From an optimization exercise on the open Yosys and OpenROAD flow, aimed at small area, a short achievable clock period and few clock cycles per item; shortcuts taken in it are not production practice.
The RTL was checked by simulation tests, not by an equivalence proof against the original design.
Power figures rest on the tool's default switching activity, not on a simulated workload.

## JK
// div_unit
module div_unit
(
    input  logic        clk,
    input  logic        rst,
    input  logic        issue,           
    input  logic [2:0]  funct3,          
    input  logic [6:0]  opcode,
    input  logic [4:0]  rd,
    input  logic [5:0]  pd,
    input  logic [2:0]  rob_idx,
    input  logic [31:0] pc,
    input  logic [31:0] ps1_value,
    input  logic [31:0] ps2_value,
    output logic        ready,           
    input  logic        cdb_dequeue,     
    output logic        res_valid,
    output logic [4:0]  res_rd,
    output logic [5:0]  res_pd,
    output logic [2:0]  res_rob_idx,
    output logic [31:0] res_value,
    output logic [31:0] res_rs1_value,
    output logic [31:0] res_rs2_value,
    output logic [31:0] res_pc,
    output logic [31:0] res_pc_next,
    output logic [6:0]  res_opcode
);
function automatic logic [5:0] bitlen(input logic [31:0] x);
    bitlen = 6'd0;
    for (int i = 0; i < 32; i++)
        if (x[i]) bitlen = i + 1;
endfunction
logic s_idle, s_setup, s_iter, s_done;
logic [31:0] a_r, b_r, pc_r;
logic [6:0]  opcode_r;
logic [4:0]  rd_r;
logic [5:0]  pd_r;
logic [2:0]  rob_r;
logic        rem_r;       
logic        sa_r, sb_r;  
logic        quick_r;     
logic [5:0]  n_r;         
logic [31:0] r_r;         
logic [31:0] q_r;         
logic        sgn_i, sa_i, sb_i, dbz_i, quick_i;
logic [5:0]  la_i, lb_i;
logic [6:0]  n_diff;
logic [5:0]  n_i;
assign sgn_i = ~funct3[0];
  ...
Size in the first run: roughly 2,600 cells after synthesis, about 190 flip-flops, about 310 I/O pins, ~0.020 mm^2 of cells after synthesis.
==> module div_unit, before the edit <==
module div_unit
(
    input  logic        clk,
    input  logic        rst,
    input  logic        issue,           
    input  logic [2:0]  funct3,          
    input  logic [6:0]  opcode,
    input  logic [4:0]  rd,
    input  logic [5:0]  pd,
    input  logic [2:0]  rob_idx,
    input  logic [31:0] pc,
    input  logic [31:0] ps1_value,
    input  logic [31:0] ps2_value,
    output logic        ready,           
    input  logic        cdb_dequeue,     
    output logic        res_valid,
    output logic [4:0]  res_rd,
    output logic [5:0]  res_pd,
    output logic [2:0]  res_rob_idx,
    output logic [31:0] res_value,
    output logic [31:0] res_rs1_value,
    output logic [31:0] res_rs2_value,
    output logic [31:0] res_pc,
    output logic [31:0] res_pc_next,
    output logic [6:0]  res_opcode
);
function automatic logic [5:0] bitlen(input logic [31:0] x);
    bitlen = 6'd0;
    for (int i = 0; i < 32; i++)
        if (x[i]) bitlen = i + 1;
endfunction
logic s_idle, s_setup, s_iter, s_done;
logic [31:0] a_r, b_r, pc_r;
logic [6:0]  opcode_r;
logic [4:0]  rd_r;
logic [5:0]  pd_r;
logic [2:0]  rob_r;
logic        rem_r;       
logic        sa_r, sb_r;  
logic        quick_r;     
logic [5:0]  n_r;         
logic [31:0] r_r;         
logic [31:0] q_r;         
logic        sgn_i, sa_i, sb_i, dbz_i, quick_i;
logic [5:0]  la_i, lb_i;
logic [6:0]  n_diff;
logic [5:0]  n_i;
assign sgn_i = ~funct3[0];
assign sa_i  = sgn_i & ps1_value[31];
assign sb_i  = sgn_i & ps2_value[31];
assign dbz_i = (ps2_value == 32'd0);
assign la_i  = bitlen(ps1_value ^ {32{sa_i}}) + {5'd0, sa_i};
assign lb_i  = bitlen(ps2_value ^ {32{sb_i}});
assign n_diff = {1'b0, la_i} - {1'b0, lb_i} + 7'd1;
assign quick_i = dbz_i | n_diff[6] | (n_diff == 7'd0);
assign n_i   = (n_diff[5] & ~n_diff[6]) ? 6'd32 : {n_diff[5:1] + {4'd0, n_diff[0]}, 1'b0};
logic [31:0] fx_in, fx_out;
logic        fx_neg;
assign fx_in  = s_setup ? a_r : (rem_r ? r_r : q_r);
assign fx_neg = s_setup ? sa_r : (~quick_r & (rem_r ? sa_r : (sa_r ^ sb_r)));
assign fx_out = (fx_in ^ {32{fx_neg}}) + {31'd0, fx_neg};
logic [31:0] rot1, rot2, rot3, rot, lowmask;
assign rot1    = n_r[1] ? {fx_out[1:0],  fx_out[31:2]}  : fx_out;
assign rot2    = n_r[2] ? {rot1[3:0],   rot1[31:4]}   : rot1;
assign rot3    = n_r[3] ? {rot2[7:0],   rot2[31:8]}   : rot2;
assign rot     = n_r[4] ? {rot3[15:0],  rot3[31:16]}  : rot3;
assign lowmask = 32'hffffffff >> n_r;
logic [35:0] r4, nb1, nb2, d1, d2, d3, cs_s, cs_c;
logic        c_b;
logic [1:0]  qdig;
logic [31:0] r_next;
assign c_b  = ~sb_r;
assign r4   = {2'b00, r_r, q_r[31:30]};
assign nb1  = {4'b1111, b_r ^ {32{c_b}}};
assign nb2  = {nb1[34:0], c_b};
assign d1   = r4 + nb1 + {35'd0, c_b};
assign d2   = r4 + nb2 + {35'd0, c_b};
assign cs_s = r4 ^ nb1 ^ nb2;
assign cs_c = {((r4[34:0] & nb1[34:0]) | (r4[34:0] & nb2[34:0]) | (nb1[34:0] & nb2[34:0])), c_b};
assign d3   = cs_s + cs_c + {35'd0, c_b};
always_comb begin
    if (!d3[35])      begin qdig = 2'd3; r_next = d3[31:0]; end
    else if (!d2[35]) begin qdig = 2'd2; r_next = d2[31:0]; end
    else if (!d1[35]) begin qdig = 2'd1; r_next = d1[31:0]; end
    else              begin qdig = 2'd0; r_next = r4[31:0]; end
end
assign ready     = s_idle | (s_done & cdb_dequeue);
assign res_valid = s_done;
always_ff @(posedge clk) begin
    if (rst) begin
        s_idle  <= 1'b1;
        s_setup <= 1'b0;
        s_iter  <= 1'b0;
        s_done  <= 1'b0;
    end else begin
        s_setup <= issue & ~quick_i;
        s_iter  <= s_setup | (s_iter & (n_r != 6'd2));
        s_done  <= (issue & quick_i) | (s_iter & (n_r == 6'd2)) | (s_done & ~cdb_dequeue);
        s_idle  <= (s_idle & ~issue) | (s_done & cdb_dequeue & ~issue);
    end
end
always_ff @(posedge clk) begin
    if (issue) begin
        a_r      <= ps1_value;
        b_r      <= ps2_value;
        pc_r     <= pc;
        opcode_r <= opcode;
        rd_r     <= rd;
        pd_r     <= pd;
        rob_r    <= rob_idx;
        rem_r    <= funct3[1];
        sa_r     <= sa_i;
        sb_r     <= sb_i;
        quick_r  <= quick_i;
        n_r      <= n_i;
    end else if (s_iter) begin
        n_r      <= n_r - 6'd2;
    end
end
always_ff @(posedge clk) begin
    if (issue) begin
        r_r <= ps1_value;
        q_r <= {32{dbz_i}};
    end else if (s_setup) begin
        r_r <= rot & lowmask;
        q_r <= rot & ~lowmask;
    end else if (s_iter) begin
        r_r <= r_next;
        q_r <= {q_r[29:0], qdig};
    end
end
assign res_rd        = rd_r;
assign res_pd        = pd_r;
assign res_rob_idx   = rob_r;
assign res_value     = fx_out;
assign res_rs1_value = a_r;
assign res_rs2_value = b_r;
assign res_pc        = pc_r;
assign res_pc_next   = pc_r + 32'd4;
assign res_opcode    = opcode_r;
endmodule
==> flow/config.mk <==
export PLATFORM = sky130hd
export DESIGN_NAME = div_unit
export DESIGN_NICKNAME = div_unit
export VERILOG_FILES = /design/flow/design.v
export SDC_FILE = /design/flow/constraint.sdc
export NUM_CORES = 4
export LEC_CHECK = 0
export ABC_AREA = 1
export CAP_MARGIN = 20
export CORE_MARGIN = 2
export CORE_UTILIZATION = 40
export PLACE_DENSITY = 0.6
export SETUP_SLACK_MARGIN = 0.3
export SLEW_MARGIN = 20
==> flow/constraint.sdc <==
create_clock -name core_clock -period 5.5 [get_ports {clk}]
set_input_delay 1.1000 -clock core_clock [delete_from_list [all_inputs] [get_ports {clk}]]
set_output_delay 1.1000 -clock core_clock [all_outputs]
set_load 0.01 [all_outputs]
standard.sh (not shown) runs the stock make flow with config.mk's settings and CLKGATE_MAP_FILE= SYNTH_SCRIPT=/design/flow/synth_recipe.tcl, a recipe that flattens the netlist after the stock synthesis.
==> flow/flow/run.sh <==
#!/bin/bash
export BUFFER_PORTS_ARGS="-buffer_cell sky130_fd_sc_hd__buf_1"
bash standard.sh > standard.log 2>&1
For MS, these inputs were changed with respect to JK:
diff --git a/flow/design.v b/flow/design.v
--- a/flow/design.v
+++ b/flow/design.v
@@ -356,6 +356,22 @@
     for (int i = 0; i < 32; i++)
         if (x[i]) bitlen = i + 1;
 endfunction
+function automatic logic [31:0] or_down(input logic [31:0] x);
+    or_down = x;
+    or_down = or_down | (or_down >> 1);
+    or_down = or_down | (or_down >> 2);
+    or_down = or_down | (or_down >> 4);
+    or_down = or_down | (or_down >> 8);
+    or_down = or_down | (or_down >> 16);
+endfunction
+function automatic logic [31:0] or_up(input logic [31:0] x);
+    or_up = x << 1;
+    or_up = or_up | (or_up << 1);
+    or_up = or_up | (or_up << 2);
+    or_up = or_up | (or_up << 4);
+    or_up = or_up | (or_up << 8);
+    or_up = or_up | (or_up << 16);
+endfunction
 logic s_idle, s_setup, s_iter, s_done;
 logic [31:0] a_r, b_r, pc_r;
 logic [6:0]  opcode_r;
@@ -365,33 +381,34 @@
 logic        rem_r;       
 logic        sa_r, sb_r;  
 logic        quick_r;     
+logic [5:0]  lb_r;        
 logic [5:0]  n_r;         
 logic [31:0] r_r;         
 logic [31:0] q_r;         
 logic        sgn_i, sa_i, sb_i, dbz_i, quick_i;
-logic [5:0]  la_i, lb_i;
-logic [6:0]  n_diff;
-logic [5:0]  n_i;
+logic [31:0] ma_i, mb_i, pa_i;
 assign sgn_i = ~funct3[0];
 assign sa_i  = sgn_i & ps1_value[31];
 assign sb_i  = sgn_i & ps2_value[31];
 assign dbz_i = (ps2_value == 32'd0);
-assign la_i  = bitlen(ps1_value ^ {32{sa_i}}) + {5'd0, sa_i};
-assign lb_i  = bitlen(ps2_value ^ {32{sb_i}});
-assign n_diff = {1'b0, la_i} - {1'b0, lb_i} + 7'd1;
-assign quick_i = dbz_i | n_diff[6] | (n_diff == 7'd0);
-assign n_i   = (n_diff[5] & ~n_diff[6]) ? 6'd32 : {n_diff[5:1] + {4'd0, n_diff[0]}, 1'b0};
+assign ma_i  = ps1_value ^ {32{sa_i}};
+assign mb_i  = ps2_value ^ {32{sb_i}};
+assign pa_i  = or_down(ma_i);
+assign quick_i = dbz_i | (|(mb_i & ~(sa_i ? {pa_i[30:0], 1'b1} : pa_i)));
 logic [31:0] fx_in, fx_out;
 logic        fx_neg;
 assign fx_in  = s_setup ? a_r : (rem_r ? r_r : q_r);
 assign fx_neg = s_setup ? sa_r : (~quick_r & (rem_r ? sa_r : (sa_r ^ sb_r)));
-assign fx_out = (fx_in ^ {32{fx_neg}}) + {31'd0, fx_neg};
+assign fx_out = fx_in ^ ({32{fx_neg}} & or_up(fx_in));
+logic [5:0]  n_diff, n_set;
+assign n_diff = n_r - lb_r + 6'd1;
+assign n_set  = n_diff[5] ? 6'd32 : {n_diff[5:1] + {4'd0, n_diff[0]}, 1'b0};
 logic [31:0] rot1, rot2, rot3, rot, lowmask;
-assign rot1    = n_r[1] ? {fx_out[1:0],  fx_out[31:2]}  : fx_out;
-assign rot2    = n_r[2] ? {rot1[3:0],   rot1[31:4]}   : rot1;
-assign rot3    = n_r[3] ? {rot2[7:0],   rot2[31:8]}   : rot2;
-assign rot     = n_r[4] ? {rot3[15:0],  rot3[31:16]}  : rot3;
-assign lowmask = 32'hffffffff >> n_r;
+assign rot1    = n_set[1] ? {fx_out[1:0], fx_out[31:2]} : fx_out;
+assign rot2    = n_set[2] ? {rot1[3:0],   rot1[31:4]}   : rot1;
+assign rot3    = n_set[3] ? {rot2[7:0],   rot2[31:8]}   : rot2;
+assign rot     = n_set[4] ? {rot3[15:0],  rot3[31:16]}  : rot3;
+assign lowmask = 32'hffffffff >> n_set;
 logic [35:0] r4, nb1, nb2, d1, d2, d3, cs_s, cs_c;
 logic        c_b;
 logic [1:0]  qdig;
@@ -439,7 +456,10 @@
         sa_r     <= sa_i;
         sb_r     <= sb_i;
         quick_r  <= quick_i;
-        n_r      <= n_i;
+        lb_r     <= bitlen(mb_i);
+        n_r      <= bitlen(ma_i) + {5'd0, sa_i};
+    end else if (s_setup) begin
+        n_r      <= n_set;
     end else if (s_iter) begin
         n_r      <= n_r - 6'd2;
     end
@@ -456,6 +476,8 @@
         q_r <= {q_r[29:0], qdig};
     end
 end
+logic [31:0] pc_carry;
+assign pc_carry = {~or_up(~{pc_r[31:2], 2'b11})};
 assign res_rd        = rd_r;
 assign res_pd        = pd_r;
 assign res_rob_idx   = rob_r;
@@ -463,6 +485,6 @@
 assign res_rs1_value = a_r;
 assign res_rs2_value = b_r;
 assign res_pc        = pc_r;
-assign res_pc_next   = pc_r + 32'd4;
+assign res_pc_next   = {pc_r[31:2] ^ pc_carry[31:2], pc_r[1:0]};
 assign res_opcode    = opcode_r;
 endmodule
Results
MS ended up with a lower worst hold slack than JK did. The setup slack of MS is larger than that of JK. Going from JK to MS, count of buffers not belonging to the clock network in the layout down about 15%; flip-flop and latch count moved up; final net count dropped about 6%; CTS buffer count picked up an extra 8; clock group share of total power shows an increase of 2.4 points.
Testbench counts of MS, summed over its fixed seeds: cycles 17,896, ops 3,200.

[port drivers added, routing unchanged]
The results above use ideal ports. As a check the final layouts listed here were re-extracted and re-timed, cells and wires unchanged.
Step 1, drivers: a clkbuf_16 drives clk and a buf_2 each remaining input, both assumed.
Step 2 adds t to the input delays and takes it off the output delays; t is the mean of the earliest and latest rising clock arrival at the registers after step 1. Input paths then give back, and output paths get back, about the clock's delay inside the block.
Three values: ideal ports, drivers, drivers and shift; two values: the first two.
run	shift t [ns]	setup slack, ns	worst setup path at the end	latest minus earliest clock arrival (ns)	slew at the worst register clock pin (ns)
JK	0.532	0.207 / 0.139 / -0.394	input to register	0.024 / 0.023	0.08 / 0.08
MS	0.600	0.600 / 0.574 / 0.456	input to register	0.036 / 0.036	0.06 / 0.06
Met with ideal ports but missed after step 2: setup timing in JK. The setup slack of JK, which loses most, moves by -0.068 ns with the drivers and by -0.601 ns with both steps.
